Context: an optimization exercise on an open-source flow, tuned for a short achievable clock period and few clock cycles. The choices shown serve that exercise and are no tape-out recipe.
Function was checked by simulation only, so behaviour that the tests miss may differ from the original.
Power is estimated from default activity; no workload was simulated.

==> flow/design.v <==
`timescale 1ns / 1ps
module Multi_CPU(
	input wire clk, reset,
	input wire [31:0] Data_in,
	output wire mem_w,
	output wire [31:0] Data_out, Addr_out
    );
localparam HB = 6;               
localparam HN = 1 << HB;
reg        w_mem;         
reg        w_st;          
reg        w_ld;          
reg        w_we;          
reg [4:0]  w_dst;
reg [31:0] w_res;         
reg [31:0] w_sd;          
reg [31:0] a_q;           
reg [31:0] f_pc;
reg        d_v;
reg [31:0] d_ir, d_pc, d_pc4, d_bt;
reg        d_pred;                
reg [31:0] d_rs_oh, d_rt_oh;      
reg        e_v;
reg [31:0] e_x, e_y, e_z, e_pc, e_pc4, e_bt;
reg        e_bx, e_by, e_bz;      
reg [4:0]  e_dst;
reg        e_we, e_ld, e_st, e_br, e_bne, e_pred, e_jr;
reg        e_add, e_sub, e_and, e_or, e_nor, e_xor, e_slt, e_passy, e_link;
reg          bh_v [0:HN-1];
reg [1:0]    bh_c [0:HN-1];
assign Addr_out = a_q;
assign mem_w    = w_st;
assign Data_out = w_sd;
reg [31:0] rf [0:31];
reg [31:0] rf_v;
wire [31:0] w_wd = w_ld ? Data_in : w_res;
always @(posedge clk)
	if (w_we) rf[w_dst] <= w_wd;
always @(posedge clk)
	if (reset) rf_v <= 32'd0;
	else if (w_we) rf_v[w_dst] <= 1'b1;
wire smc_e = w_st & e_v & (w_res[31:2] == e_pc[31:2]);
wire smc_d = w_st & d_v & (w_res[31:2] == d_pc[31:2]);
wire        e_go  = e_v & ~smc_e;
wire [31:0] xv = e_bx ? w_res : e_x;
wire [31:0] yv = e_by ? w_res : e_y;
wire [31:0] zv = e_bz ? w_res : e_z;
wire [31:0] e_sum = xv + yv;
wire [32:0] e_dif = {1'b0, xv} - {1'b0, yv};
wire        e_lt  = e_dif[32];
wire [31:0] e_res = ({32{e_add}}   & e_sum)
                  | ({32{e_sub}}   & e_dif[31:0])
                  | ({32{e_and}}   & (xv & yv))
                  | ({32{e_or}}    & (xv | yv))
                  | ({32{e_nor}}   & ~(xv | yv))
                  | ({32{e_xor}}   & (xv ^ yv))
                  | ({32{e_slt}}   & {31'd0, e_lt})
                  | ({32{e_passy}} & yv)
                  | ({32{e_link}}  & e_pc4);
wire e_eq    = (xv == yv);
wire e_taken = e_bne ? ~e_eq : e_eq;
wire e_redir = e_go & (e_jr | (e_br & (e_taken ^ e_pred)));
wire [31:0] e_tgt = e_jr ? e_sum : e_pred ? e_pc4 : e_bt;
wire e_mem   = e_go & (e_ld | e_st);
wire [HB-1:0] e_hidx = e_pc[HB+1:2];
wire [1:0] e_hc = bh_c[e_hidx];
wire [1:0] e_nc = ~bh_v[e_hidx] ? (e_taken ? 2'b10 : 2'b01) :
                  e_taken ? ((e_hc == 2'b11) ? 2'b11 : e_hc + 2'd1)
                          : ((e_hc == 2'b00) ? 2'b00 : e_hc - 2'd1);
integer k;
always @(posedge clk) begin
	if (reset) begin
		for (k = 0; k < HN; k = k + 1) bh_v[k] <= 1'b0;
	end else if (e_go & e_br) begin
		bh_v[e_hidx] <= 1'b1;
	end
	if (e_go & e_br) bh_c[e_hidx] <= e_nc;
end
wire [5:0] d_op = d_ir[31:26];
wire [5:0] d_fn = d_ir[5:0];
wire [4:0] d_rs = d_ir[25:21];
wire [4:0] d_rt = d_ir[20:16];
wire [4:0] d_rd = d_ir[15:11];
wire d_R     = (d_op == 6'h00);
wire d_radd  = d_R & (d_fn == 6'h20);
wire d_rsub  = d_R & (d_fn == 6'h22);
wire d_rand  = d_R & (d_fn == 6'h24);
wire d_ror   = d_R & (d_fn == 6'h25);
wire d_rnor  = d_R & (d_fn == 6'h27);
wire d_rslt  = d_R & (d_fn == 6'h2a);
wire d_jr    = d_R & (d_fn == 6'h08);
wire d_jalr  = d_R & (d_fn == 6'h09);
wire d_ralu  = d_radd | d_rsub | d_rand | d_ror | d_rnor | d_rslt;
wire d_addi  = (d_op == 6'h08);
wire d_andi  = (d_op == 6'h0c);
wire d_ori   = (d_op == 6'h0d);
wire d_xori  = (d_op == 6'h0e);
wire d_slti  = (d_op == 6'h0a);
wire d_lui   = (d_op == 6'h0f);
wire d_lw    = (d_op == 6'h23);
wire d_sw    = (d_op == 6'h2b);
wire d_beq   = (d_op == 6'h04);
wire d_bne   = (d_op == 6'h09);
wire d_jal   = (d_op == 6'h03);
wire d_ialu  = d_addi | d_andi | d_ori | d_xori | d_slti;
wire d_br    = d_beq | d_bne;
wire d_use_rs = d_ralu | d_jr | d_jalr | d_ialu | d_lw | d_sw | d_br;
wire d_use_rt = d_ralu | d_jr | d_jalr | d_sw | d_br;
wire d_yimm   = d_ialu | d_lw | d_sw | d_lui;
wire d_we     = d_ralu | d_jalr | d_ialu | d_lui | d_lw | d_jal;
wire [4:0] d_dst = (d_jal | d_jalr) ? 5'd31 : d_ralu ? d_rd : d_rt;
wire [31:0] d_imm = d_lui ? {d_ir[15:0], 16'h0000} : {{16{d_ir[15]}}, d_ir[15:0]};
reg [31:0] d_rf_rs, d_rf_rt;
integer r;
always @* begin
	d_rf_rs = 32'd0;
	d_rf_rt = 32'd0;
	for (r = 0; r < 32; r = r + 1) begin
		d_rf_rs = d_rf_rs | ({32{d_rs_oh[r] & rf_v[r]}} & rf[r]);
		d_rf_rt = d_rf_rt | ({32{d_rt_oh[r] & rf_v[r]}} & rf[r]);
	end
end
wire [31:0] d_rsv = (w_we & (w_dst == d_rs)) ? w_wd : d_rf_rs;
wire [31:0] d_rtv = (w_we & (w_dst == d_rt)) ? w_wd : d_rf_rt;
wire e_fw   = e_v & e_we & ~e_ld;
wire d_bx   = e_fw & (e_dst == d_rs);
wire d_bt_r = e_fw & (e_dst == d_rt);
wire d_stall = d_v & e_v & e_ld &
               ((d_use_rs & (e_dst == d_rs)) | (d_use_rt & (e_dst == d_rt)));
wire d_adv   = d_v & ~d_stall & ~smc_d;
wire [31:0] f_pc4 = f_pc + 32'd4;
wire [5:0]  f_op  = Data_in[31:26];
wire        f_j   = (f_op == 6'h02) | (f_op == 6'h03);
wire        f_br  = (f_op == 6'h04) | (f_op == 6'h09);
wire [HB-1:0] f_hidx = f_pc[HB+1:2];
wire        f_dir = bh_v[f_hidx] ? bh_c[f_hidx][1] : Data_in[15];
wire        f_tk  = f_j | (f_br & f_dir);
wire [16:0] f_blo  = {1'b0, f_pc4[17:2]} + {1'b0, Data_in[15:0]};
wire [13:0] f_phi  = f_pc4[31:18];
wire [13:0] f_bhi  = (Data_in[15] == f_blo[16]) ? f_phi :
                     Data_in[15] ? f_phi - 14'd1 : f_phi + 14'd1;
wire [31:0] f_bt   = {f_bhi, f_blo[15:0], 2'b00};
wire [31:0] f_jt   = {f_pc4[31:28], Data_in[25:0], 2'b00};
wire [31:0] f_next = f_tk ? (f_br ? f_bt : f_jt) : f_pc4;
wire f_fetch = ~w_mem & (~d_v | d_adv);
reg [31:0] f_pc_n;
always @* begin
	if (smc_e)        f_pc_n = e_pc;
	else if (e_redir) f_pc_n = e_tgt;
	else if (smc_d)   f_pc_n = d_pc;
	else if (f_fetch) f_pc_n = f_next;
	else              f_pc_n = f_pc;
end
always @(posedge clk) begin
	if (reset) begin
		f_pc <= 32'd0;
		a_q  <= 32'd0;
		d_v  <= 1'b0;
	end else begin
		f_pc <= f_pc_n;
		a_q  <= e_mem ? e_sum : f_pc_n;
		if (smc_e | e_redir | smc_d) d_v <= 1'b0;
		else if (f_fetch)            d_v <= 1'b1;
		else if (d_adv)              d_v <= 1'b0;
	end
	if (f_fetch) begin
		d_ir    <= Data_in;
		d_pc    <= f_pc;
		d_pc4   <= f_pc4;
		d_bt    <= f_bt;
		d_pred  <= f_tk;
		d_rs_oh <= 32'd1 << Data_in[25:21];
		d_rt_oh <= 32'd1 << Data_in[20:16];
	end
end
always @(posedge clk) begin
	if (reset) e_v <= 1'b0;
	else       e_v <= d_adv & ~e_redir & ~smc_e;
	e_x    <= d_rsv;
	e_y    <= d_yimm ? d_imm : d_rtv;
	e_z    <= d_rtv;
	e_bx   <= d_bx;
	e_by   <= d_bt_r & ~d_yimm;
	e_bz   <= d_bt_r;
	e_pc   <= d_pc;
	e_pc4  <= d_pc4;
	e_bt   <= d_bt;
	e_dst  <= d_dst;
	e_we   <= d_we;
	e_ld   <= d_lw;
	e_st   <= d_sw;
	e_br   <= d_br;
	e_bne  <= d_bne;
	e_pred <= d_pred;
	e_jr   <= d_jr | d_jalr;
	e_add  <= d_radd | d_addi | d_lw | d_sw;
	e_sub  <= d_rsub;
	e_and  <= d_rand | d_andi;
	e_or   <= d_ror | d_ori;
	e_nor  <= d_rnor;
	e_xor  <= d_xori;
	e_slt  <= d_rslt | d_slti;
	e_passy<= d_lui;
	e_link <= d_jal | d_jalr;
end
always @(posedge clk) begin
	if (reset) begin
		w_mem <= 1'b0;
		w_st  <= 1'b0;
		w_we  <= 1'b0;
	end else begin
		w_mem <= e_mem;
		w_st  <= e_go & e_st;
		w_we  <= e_go & e_we;
	end
	w_ld  <= e_ld;
	w_dst <= e_dst;
	w_res <= e_res;
	w_sd  <= zv;
end
endmodule
==> flow/run.sh <==
#!/bin/bash
# synth_recipe.tcl (not shown) runs the flow's synth.tcl, then flattens the netlist and writes it again
# the make line also repeats each setting of config.mk as NAME=value (left out here)
make -C /OpenROAD-flow-scripts/flow DESIGN_CONFIG=/design/flow/config.mk WORK_HOME=/design/flow/orfs CLKGATE_MAP_FILE= SYNTH_SCRIPT=/design/flow/synth_recipe.tcl finish
==> flow/config.mk <==
export PLATFORM = sky130hd
export DESIGN_NAME = Multi_CPU
export DESIGN_NICKNAME = Multi_CPU
export VERILOG_FILES = /design/flow/design.v
export SDC_FILE = /design/flow/constraint.sdc
export NUM_CORES = 4
export LEC_CHECK = 0
export ABC_CLOCK_PERIOD_IN_PS = 2500
export CAP_MARGIN = 20
export CORE_MARGIN = 2
export CORE_UTILIZATION = 40
export PLACE_DENSITY = 0.6
export SETUP_SLACK_MARGIN = 5
export SLEW_MARGIN = 20
==> flow/constraint.sdc <==
create_clock -name core_clock -period 9.0 [get_ports {clk}]
set_input_delay 1.8000 -clock core_clock [delete_from_list [all_inputs] [get_ports {clk}]]
set_output_delay 1.8000 -clock core_clock [all_outputs]
set_load 0.01 [all_outputs]
==> flow_summary.json <==
{
  "critPathLaunchType": "register",
  "slowest_stage": "sky130_fd_sc_hd__dfxtp_4",
  "tritoncts": "done",
  "power.internal_w": 0.0140,
  "path_max_fanout": 7,
  "synth.cell_area_um2": 79900,
  "postSynthAreaPerCell_um2": 12.6,
  "syn_to_final_growth_pct": 19.3,
  "r2r_start": "f_pc[7]",
  "clockPowerShare": 0.442,
  "synth_async_sr_flop_share": 0,
  "die_height_um": 451,
  "r2r-end": "a_q[31]",
  "first_global_vias": 62300,
  "dieArea_um2": 203000,
  "worstHoldEndpoint": "e_bt[23]",
  "via_count": 67700,
  "post_route_cells_drive_above_1_share": 0.196,
  "worst_ir_drop_vdd_mv": 0.204,
  "postSynthCellCount": 6345,
  "place.port_buffers": 98,
  "drt_first_pass_iters": 9,
  "edff_count_synth": 1341,
  "outcome": "no timing/DRC/antenna violations",
  "reg2reg_slack_ns": 4.73,
  "hold_class": "reg -> reg",
  "drt_drc_violations_left": 0,
  "grt_max_degree": 82,
  "power-per-cell-area_nw_per_um2": 192,
  "via_per_inst": 7.21,
  "p_sw_frac": 0.237,
  "power.sequential.fraction": 0.497,
  "crit_required_ns": 9.80,
  "insertion_delay_ns": 0.90,
  "timing.hold.worst.start": "d_bt[23]",
  "grt_util_all_layers": 0.353,
  "routed_wl_um": 377000,
  "clock.fmax_ghz": 0.234,
  "leakagePower_nw": 33.0,
  "clock_buffer_count_from_cts": 186,
  "first_pass_grt_wire_length_um": 506000,
  "critical_path_arrival_ns": 5.08,
  "rsz0062_at_grt": "yes",
  "relSlewSlack": 0.0832,
  "cts.sinks": 1788,
  "start_util": 0.401,
  "min_delay_path_depth": 0,
  "gr-total-overflow": 0,
  "finalHoldViolations": 0,
  "max_cap_violations": 0,
  "critical_path.most_common_cell": "sky130_fd_sc_hd__buf_4",
  "worstSetupPathType": "reg -> reg",
  "std_cell_rows": 164,
  "clock_tree.root_cell": "sky130_fd_sc_hd__clkbuf_16",
  "worstRegToRegCells": 18,
  "yosysWarnings": 1,
  "clk_pin_slew_ns": 0.07,
  "worst_path_largest_cell_delay_ns": 0.42,
  "final.setup_skew_ns": 0.0774,
  "grt_antenna_before_repair": 20,
  "cp_cell_sequence": "nand3_2 -> nor3_4 -> buf_4 -> nor4b_4 -> buf_4 -> nand2_1 -> xnor2_2 -> ha_1 -> and4_1 -> and2_1 -> a32oi_2 -> a31o_1 -> or3_4 -> a211oi_2 -> xnor2_1 -> a21o_1 -> a311oi_2 -> a22o_1",
  "crit_path_capture_type": "register",
  "gp_congestion": 0.981,
  "logic_gate_share_of_total_power": 0.062,
  "h_tree_depth": 4,
  "worst-slew-pin-transition_ns": 1.36,
  "place.detailed.hpwl_um": 217000,
  "slew_viol_final": 0,
  "nNetsFinal": 6728,
  "post_synthesis_cell_type_count": 102,
  "synth-main-ff-cell": "sky130_fd_sc_hd__edfxtp_1",
  "top_level_ports": 99,
  "timing.final.setup_violations": 0,
  "fp.dieW_um": 451,
  "min_period_over_period": 0.475,
  "drt-wirelength-per-cell_um": 40.1,
  "timing.final.ws_setup_ns": 4.73,
  "final_period_minus_worst_setup_slack_ns": 4.27,
  "detailedPlace.worstSlack_ns": 3.18,
  "synthesis.nets": 6512,
  "power.net_switching_w": 0.00435,
  "fp.coreArea_um2": 199000,
  "synth_seq_cells": 1788,
  "synth_sequential_area_ratio": 0.616,
  "dr.first_iter.drc_count": 14500,
  "fin_setup_tns_ns": 0,
  "drtAntennaViolNets": 0,
  "cts-root-to-sink-buffers": 3
}
timing repair:
action | 4_1_cts | 5_1_grt
resized for setup | 391 | 199
pin swaps | 107 | 93
setup buffers | 133 | 91
cloned | 16 | 3
hold buffers | 0 | 0
setup endpoints to repair | 336 | 173
final cells by class:
type                       count  area (um^2)
antenna                       17         42.5
clock buffer                 233         4970
clock inverter               114         1360
fill                       17400       104000
inverter                     166          682
multi-input combinational   3898        30900
sequential                  1788        49300
tap                         2656         3320
timing repair buffer         519         4760
timing repair inverter         2         17.5
registers in the layout (all words and copies together), names as in the netlist, 30 cells and up:
register / flops
rf: 1024
bh_c: 128
bh_v: 64
a_q: 32
d_ir: 32
d_pc: 32
d_rs_oh: 32
d_rt_oh: 32
e_pc4: 32
e_x: 32
e_y: 32
e_z: 32
f_pc: 32
rf_v: 32
w_res: 32
w_sd: 32
d_bt: 30
d_pc4: 30
e_bt: 30
e_pc: 30
power by group through the flow:
stage                     Combinational, W  Sequential (W)  Clock [W]
after floorplan                   0.000564         0.00921          0
after CTS                          0.00103         0.00909    0.00808
after detailed placement          0.000874         0.00928          0
final                              0.00113         0.00910    0.00809
after global placement            0.000864         0.00928          0
after global routing               0.00118         0.00910    0.00839
layer usage:
metal	GRT usage	up-vias	share of wire
li1	-	25700	-
met1	0.438	32900	0.34
met2	0.504	7072	0.41
met3	0.152	1929	0.16
met4	0.220	28	0.083
met5	0.0133	-	0.0021
layout by cell type (no fill, tap or decap), types with 33 or more instances in the layout:
master                            instances
sky130_fd_sc_hd__nand2_1                214
sky130_fd_sc_hd__and2_2                  62
sky130_fd_sc_hd__buf_4                  363
sky130_fd_sc_hd__edfxtp_1              1341
sky130_fd_sc_hd__o21ai_0                 95
sky130_fd_sc_hd__ha_1                    73
sky130_fd_sc_hd__ha_4                    49
sky130_fd_sc_hd__a21oi_1                210
sky130_fd_sc_hd__mux2i_1                151
sky130_fd_sc_hd__clkdlybuf4s50_1         75
sky130_fd_sc_hd__mux2_2                  47
sky130_fd_sc_hd__nand4_1                236
sky130_fd_sc_hd__a211oi_1                33
sky130_fd_sc_hd__a22oi_1                442
sky130_fd_sc_hd__clkinv_1                35
sky130_fd_sc_hd__o21a_1                  85
sky130_fd_sc_hd__xor2_1                  68
sky130_fd_sc_hd__dfxtp_1                413
sky130_fd_sc_hd__clkbuf_1                35
sky130_fd_sc_hd__nor2_1                 354
sky130_fd_sc_hd__nand3_1                 61
sky130_fd_sc_hd__nor4_1                  39
sky130_fd_sc_hd__a22o_1                 342
sky130_fd_sc_hd__xnor2_1                 73
sky130_fd_sc_hd__a221oi_1               347
sky130_fd_sc_hd__inv_1                  126
sky130_fd_sc_hd__clkbuf_16              190
sky130_fd_sc_hd__o22ai_1                 53
sky130_fd_sc_hd__nor2_4                  38
sky130_fd_sc_hd__nor3_1                  98
Yosys cell counts, types with 28 or more instances:
cell                       count  area, um^2
sky130_fd_sc_hd__a211oi_1     45         338
sky130_fd_sc_hd__a21oi_1     230        1150
sky130_fd_sc_hd__a221oi_1    356        3120
sky130_fd_sc_hd__a222oi_1     30         300
sky130_fd_sc_hd__a22o_1      342        3000
sky130_fd_sc_hd__a22oi_1     442        3320
sky130_fd_sc_hd__and2_1       76         475
sky130_fd_sc_hd__buf_1        59         221
sky130_fd_sc_hd__clkbuf_1    404        1520
sky130_fd_sc_hd__dfxtp_1     447        8950
sky130_fd_sc_hd__edfxtp_1   1341       40300
sky130_fd_sc_hd__ha_1        129        1610
sky130_fd_sc_hd__inv_1       160         601
sky130_fd_sc_hd__mux2_2       77         867
sky130_fd_sc_hd__mux2i_1     173        1730
sky130_fd_sc_hd__nand2_1     227         852
sky130_fd_sc_hd__nand3_1      73         365
sky130_fd_sc_hd__nand4_1     236        1480
sky130_fd_sc_hd__nor2_1      403        1510
sky130_fd_sc_hd__nor2b_1      28         175
sky130_fd_sc_hd__nor3_1      119         596
sky130_fd_sc_hd__nor4_1       52         325
sky130_fd_sc_hd__o211ai_1     29         218
sky130_fd_sc_hd__o21a_1       86         646
sky130_fd_sc_hd__o21ai_0     122         611
sky130_fd_sc_hd__o22ai_1      53         332
sky130_fd_sc_hd__xnor2_1      96         841
sky130_fd_sc_hd__xor2_1       79         692
critical path: cells and delay by family, from the launching register on:
kind	cells	cell delay [ns]
adder cells (fa/ha/maj)	1	0.35
buffers and inverters	2	0.38
flip-flops	1	0.42
AO/OA/AOI/OAI	6	1.22
AND/OR/NAND/NOR	7	1.54
XOR/XNOR	2	0.31
cell families (layout without fill, tap and decap cells):
kind of cell               count (synthesis)  in the layout  synth area share
other                                      0             17                 0
DFF                                     1788           1788             0.616
muxes                                    271            271            0.0385
AOI/OAI and AO/OA                       1951           1953             0.186
adders and majority gates                134            134            0.0213
buffers and inverters                    662           1034            0.0323
and+or+nand+nor                         1363           1364            0.0867
xor gates and xnor gates                 176            176            0.0195
worst max path at each step:
stage / from / endpoint / slack (ns) / depth (start not counted)
2_1_floorplan: Data_in[0] / a_q[21] / 4.52 / 13
3_3_place_gp: Data_in[29] / f_pc[2] / 3.16 / 15
3_5_place_dp: Data_in[0] / a_q[31] / 3.18 / 14
4_1_cts: f_pc[3] / a_q[31] / 4.84 / 19
5_1_grt: f_pc[8] / a_q[31] / 4.63 / 18
6_report: f_pc[7] / a_q[31] / 4.73 / 18
stage by stage:
stage	std cells	power (W)	hold WS (ns)	instance area (um^2)	util
4_1_cts	9281	0.0182	0.336	93600	0.470
6_report	9393	0.0183	0.335	95300	0.479
3_5_place_dp	8785	0.0101	0.327	84200	0.423
5_1_grt	9380	0.0187	0.340	95300	0.479
3_3_place_gp	8785	0.0101	0.323	84200	0.423
2_1_floorplan	6345	0.00977	0.323	80100	-
Testbench counts, summed over its fixed seeds: cycles 31,088.

-- static timing again, ports no longer ideal --
How much do the figures lean on ideal ports? The routed layout below was timed once more, with nothing changed but the port constraints.
Step 1: set_driving_cell puts a clkbuf_16 on clk and a buf_2 on each other input, an assumption about the parent block.
Step 2, shift: input delay + t, output delay - t, t = (earliest + latest rising clock arrival at the registers) / 2. This alone moves slack from input paths to output paths.
Three values: no drivers, after step 1, after step 2; two values: the first two.
t (ns): 0.950
setup WS [ns]: 4.729 / 4.729 / 3.950
hold slack, ns: 0.335 / 0.335 / 0.335
pins driven straight from the clock port: 1
After both steps this run still meets setup and hold. The setup slack of this run moves by 0.000 ns with the drivers and by -0.779 ns with both steps.
